This design comes from an exercise in tuning for small area and a short achievable clock period on the open sky130 flow, not from production work.
At most, simulation tests tie the RTL to the original design; equivalence was not proved.
Power and IR drop assume default switching activity.

==> inputs of amber <==
==> flow/design.v <==
module dpram (
    clK,
    wr_EN,
    wr_LO,
    wr_HI,
    wr_DATA,
    rd_LO,
    rd_HI,
    rd_DATA
    );
    parameter DATA = 16;
    parameter ADDR = 5;
    localparam DEPTH = 1 << ADDR;
    localparam GROUPS = DEPTH / 4;
    input  wire              clK;
    input  wire              wr_EN;
    input  wire [3:0]        wr_LO;
    input  wire [GROUPS-1:0] wr_HI;
    input  wire [DATA-1:0]   wr_DATA;
    input  wire [3:0]        rd_LO;
    input  wire [GROUPS-1:0] rd_HI;
    output reg  [DATA-1:0]   rd_DATA;
    reg  [DATA*DEPTH-1:0] Memory;
    wire [DATA*DEPTH-1:0] Memory_nxt;
    wire [DATA-1:0]       rd_mux;
    wire [DEPTH-1:0]      rd_SELn;      
    genvar r, b;
    generate
        for (r = 0; r < DEPTH; r = r + 1) begin : row
            wire we   = wr_EN & wr_LO[r % 4] & wr_HI[r / 4];
            wire hold = ~we;
            assign rd_SELn[r] = ~(rd_LO[r % 4] & rd_HI[r / 4]);
            for (b = 0; b < DATA; b = b + 1) begin : bt
                dpram_wbit wbit (
                    .we(we),
                    .hold(hold),
                    .d(wr_DATA[b]),
                    .q(Memory[r*DATA + b]),
                    .nxt(Memory_nxt[r*DATA + b])
                    );
            end
        end
        for (b = 0; b < DATA; b = b + 1) begin : col
            wire [DEPTH-1:0] bits;
            for (r = 0; r < DEPTH; r = r + 1) begin : pick
                assign bits[r] = Memory[r*DATA + b];
            end
            dpram_rcol #(.DEPTH(DEPTH)) rcol (
                .bits(bits),
                .seln(rd_SELn),
                .y(rd_mux[b])
                );
        end
    endgenerate
    always @(posedge clK) begin
        Memory  <= Memory_nxt;
        rd_DATA <= rd_mux;
    end
endmodule
module dpram_wbit (we, hold, d, q, nxt);
    input  wire we;
    input  wire hold;
    input  wire d;
    input  wire q;
    output wire nxt;
    assign nxt = (d & we) | (q & hold);
endmodule
module dpram_rcol (bits, seln, y);
    parameter DEPTH = 32;
    input  wire [DEPTH-1:0] bits;
    input  wire [DEPTH-1:0] seln;
    output wire             y;
    assign y = &(bits | seln);
endmodule
module fifo (
    clK,
    fifo_WR,
    fifo_IN,
    fifo_RD,
    fifo_OUT,
    rsT,
    statuS
    );
    parameter DATA = 16;
    parameter ADDR = 5;
    localparam DEPTH = 1 << ADDR;
    localparam GROUPS = DEPTH / 4;
    input clK;
    input  wire              fifo_WR;
    input  wire [DATA-1:0]   fifo_IN;
    input  wire              fifo_RD;
    output wire [DATA-1:0]   fifo_OUT;
    input  wire              rsT;
    output wire [1:0]        statuS;
    reg         [3:0]        Write_Lo;
    reg         [GROUPS-1:0] Write_Hi;
    reg         [3:0]        Read_Lo;
    reg         [GROUPS-1:0] Read_Hi;
    reg         [1:0]        Diff;
    dpram #(.DATA(DATA), .ADDR(ADDR)) Fifomem (
        .clK(clK),
        .wr_EN(fifo_WR),
        .wr_LO(Write_Lo),
        .wr_HI(Write_Hi),
        .wr_DATA(fifo_IN),
        .rd_LO(Read_Lo),
        .rd_HI(Read_Hi),
        .rd_DATA(fifo_OUT)
        );
    assign statuS = Diff;
    always @(posedge clK) begin
        if (rsT) begin
            Write_Lo <= 4'b0001;
            Write_Hi <= {{(GROUPS-1){1'b0}}, 1'b1};
            Read_Lo  <= 4'b0001;
            Read_Hi  <= {{(GROUPS-1){1'b0}}, 1'b1};
            Diff     <= 0;
        end
        else begin
            if (fifo_WR) begin
                Write_Lo <= {Write_Lo[2:0], Write_Lo[3]};
                if (Write_Lo[3])
                    Write_Hi <= {Write_Hi[GROUPS-2:0], Write_Hi[GROUPS-1]};
            end
            if (fifo_RD) begin
                Read_Lo <= {Read_Lo[2:0], Read_Lo[3]};
                if (Read_Lo[3])
                    Read_Hi <= {Read_Hi[GROUPS-2:0], Read_Hi[GROUPS-1]};
            end
            if (fifo_WR & ~fifo_RD)
                Diff <= Diff + 1'b1;
            else if (fifo_RD & ~fifo_WR)
                Diff <= Diff - 1'b1;
        end
    end
endmodule
==> flow/run.sh <==
#!/bin/bash
# synth_recipe.tcl (not shown) runs the flow's synth.tcl, then flattens the netlist and writes it again
# the make line also repeats each setting of config.mk as NAME=value (left out here)
make -C /OpenROAD-flow-scripts/flow DESIGN_CONFIG=/design/flow/config.mk WORK_HOME=/design/flow/orfs CLKGATE_MAP_FILE= SYNTH_SCRIPT=/design/flow/synth_recipe.tcl finish
==> flow/config.mk <==
export PLATFORM = sky130hd
export DESIGN_NAME = fifo
export DESIGN_NICKNAME = fifo
export VERILOG_FILES = /design/flow/design.v
export SDC_FILE = /design/flow/constraint.sdc
export NUM_CORES = 4
export LEC_CHECK = 0
export CAP_MARGIN = 20
export CORE_MARGIN = 2
export CORE_UTILIZATION = 65
export CTS_CLUSTER_DIAMETER = 50
export CTS_CLUSTER_SIZE = 20
export SETUP_SLACK_MARGIN = 1.3
export SLEW_MARGIN = 20
export SYNTH_HIERARCHICAL = 1
==> flow/constraint.sdc <==
create_clock -name core_clock -period 3.0 [get_ports {clK}]
set_input_delay 0.6000 -clock core_clock [delete_from_list [all_inputs] [get_ports {clK}]]
set_output_delay 0.6000 -clock core_clock [all_outputs]
set_load 0.01 [all_outputs]
==> inputs of garnet, as changes to amber <==
--- a/flow/design.v
+++ b/flow/design.v
@@ -2,9 +2,7 @@
     clK,
     wr_EN,
-    wr_LO,
-    wr_HI,
+    wr_ADDR,
     wr_DATA,
-    rd_LO,
-    rd_HI,
+    rd_SELn,
     rd_DATA
     );
@@ -12,27 +10,21 @@
     parameter ADDR = 5;
     localparam DEPTH = 1 << ADDR;
-    localparam GROUPS = DEPTH / 4;
     input  wire              clK;
     input  wire              wr_EN;
-    input  wire [3:0]        wr_LO;
-    input  wire [GROUPS-1:0] wr_HI;
+    input  wire [ADDR-1:0]   wr_ADDR;
     input  wire [DATA-1:0]   wr_DATA;
-    input  wire [3:0]        rd_LO;
-    input  wire [GROUPS-1:0] rd_HI;
+    input  wire [DEPTH-1:0]  rd_SELn;
     output reg  [DATA-1:0]   rd_DATA;
     reg  [DATA*DEPTH-1:0] Memory;
     wire [DATA*DEPTH-1:0] Memory_nxt;
     wire [DATA-1:0]       rd_mux;
-    wire [DEPTH-1:0]      rd_SELn;      
     genvar r, b;
     generate
         for (r = 0; r < DEPTH; r = r + 1) begin : row
-            wire we   = wr_EN & wr_LO[r % 4] & wr_HI[r / 4];
-            wire hold = ~we;
-            assign rd_SELn[r] = ~(rd_LO[r % 4] & rd_HI[r / 4]);
+            wire we = wr_EN & (wr_ADDR == r);
             for (b = 0; b < DATA; b = b + 1) begin : bt
                 dpram_wbit wbit (
                     .we(we),
-                    .hold(hold),
+                    .hold(~we),
                     .d(wr_DATA[b]),
                     .q(Memory[r*DATA + b]),
@@ -85,5 +77,4 @@
     parameter ADDR = 5;
     localparam DEPTH = 1 << ADDR;
-    localparam GROUPS = DEPTH / 4;
     input clK;
     input  wire              fifo_WR;
@@ -93,17 +84,21 @@
     input  wire              rsT;
     output wire [1:0]        statuS;
-    reg         [3:0]        Write_Lo;
-    reg         [GROUPS-1:0] Write_Hi;
+    reg         [ADDR-1:0]   Address_In;
     reg         [3:0]        Read_Lo;
-    reg         [GROUPS-1:0] Read_Hi;
+    reg         [DEPTH/4-1:0] Read_Hi;
     reg         [1:0]        Diff;
+    wire        [DEPTH-1:0]  read_sel_n;
+    genvar r;
+    generate
+        for (r = 0; r < DEPTH; r = r + 1) begin : rsel
+            assign read_sel_n[r] = ~(Read_Lo[r % 4] & Read_Hi[r / 4]);
+        end
+    endgenerate
     dpram #(.DATA(DATA), .ADDR(ADDR)) Fifomem (
         .clK(clK),
         .wr_EN(fifo_WR),
-        .wr_LO(Write_Lo),
-        .wr_HI(Write_Hi),
+        .wr_ADDR(Address_In),
         .wr_DATA(fifo_IN),
-        .rd_LO(Read_Lo),
-        .rd_HI(Read_Hi),
+        .rd_SELn(read_sel_n),
         .rd_DATA(fifo_OUT)
         );
@@ -111,20 +106,16 @@
     always @(posedge clK) begin
         if (rsT) begin
-            Write_Lo <= 4'b0001;
-            Write_Hi <= {{(GROUPS-1){1'b0}}, 1'b1};
-            Read_Lo  <= 4'b0001;
-            Read_Hi  <= {{(GROUPS-1){1'b0}}, 1'b1};
-            Diff     <= 0;
+            Address_In <= 0;
+            Read_Lo    <= 4'b0001;
+            Read_Hi    <= {{(DEPTH/4-1){1'b0}}, 1'b1};
+            Diff       <= 0;
         end
         else begin
-            if (fifo_WR) begin
-                Write_Lo <= {Write_Lo[2:0], Write_Lo[3]};
-                if (Write_Lo[3])
-                    Write_Hi <= {Write_Hi[GROUPS-2:0], Write_Hi[GROUPS-1]};
-            end
+            if (fifo_WR)
+                Address_In <= Address_In + 1'b1;
             if (fifo_RD) begin
                 Read_Lo <= {Read_Lo[2:0], Read_Lo[3]};
                 if (Read_Lo[3])
-                    Read_Hi <= {Read_Hi[GROUPS-2:0], Read_Hi[GROUPS-1]};
+                    Read_Hi <= {Read_Hi[DEPTH/4-2:0], Read_Hi[DEPTH/4-1]};
             end
             if (fifo_WR & ~fifo_RD)
CTS_CLUSTER_DIAMETER = unset   (was 50)
CTS_CLUSTER_SIZE = unset   (was 20)
==> summary.txt <==
item	amber	garnet
Fraction of power consumed by combinational cells	0.053	0.071
Per-instance average area after synthesis	11.2 um2	11.1 um2
Final Critical Period	1750 ps	1770 ps
Compound-Gate Fraction of Synth Area	0.326	0.326
Count of multi-input gates	1116	1123
Fill cell instance count of the final layout	1970	1807
Logic depth of the worst register-to-register path	6	5
Detailed-routed wire length on met2	26400 um	28700 um
Data-path buffer share of cell area in the final layout	0.0202	0.0497
Routed WL per cell	26.8 um	27.5 um
Seq/Total Area, Yosys	0.586	0.583
Post-Synthesis Net Count	1714	1711
Number of ordinary inverters in the final layout	2	1
Num sequential	554	547
Run status	timing/DRC/antenna clean	timing/DRC/antenna clean
Clock edge transition at the registers on the reported setup and hold paths	70 ps	60 ps
Power Sequential	0.00782 W	0.00798 W
Hold_sp	Fifomem.Memory[31]$_DFF_P_	Fifomem.Memory[455]$_DFF_P_
Sequential share of power	0.538	0.510
Transition time at the pin with the least slew margin	985 ps	824 ps
Post CTS Setup Buffer Count	2	21
Die outline height	175 um	174 um
Setup slack on the worst flop-to-flop path	1250 ps	1230 ps
Core area	28700 um2	28600 um2
Fin crit share	0.582	0.591
The RTL of garnet was laid out without a check of its function.

## static timing again, ports no longer ideal
No port has a modelled driver above. Below, the same layouts with a new extraction and two added sets of constraints. Step 1, drivers: a clkbuf_16 drives clK and a buf_2 each remaining input, both assumed. Step 2 also shifts input and output timing later by t, the mid clock arrival at the registers, as if the neighbouring blocks saw the same clock. Slacks: ideal / step 1 / step 2; pairs: ideal / step 1.
run	t, ns	setup slack, ns	hold slack, ns	pins driven straight from the clock port
amber	0.593	1.253 / 1.253 / 0.731	0.477 / 0.477 / 0.477	1
garnet	0.630	1.228 / 1.228 / 0.677	0.475 / 0.443 / 0.475	1
After both steps setup and hold are still met in every run listed. The setup slack of garnet, which loses most, moves by 0.000 ns with the drivers and by -0.551 ns with both steps.
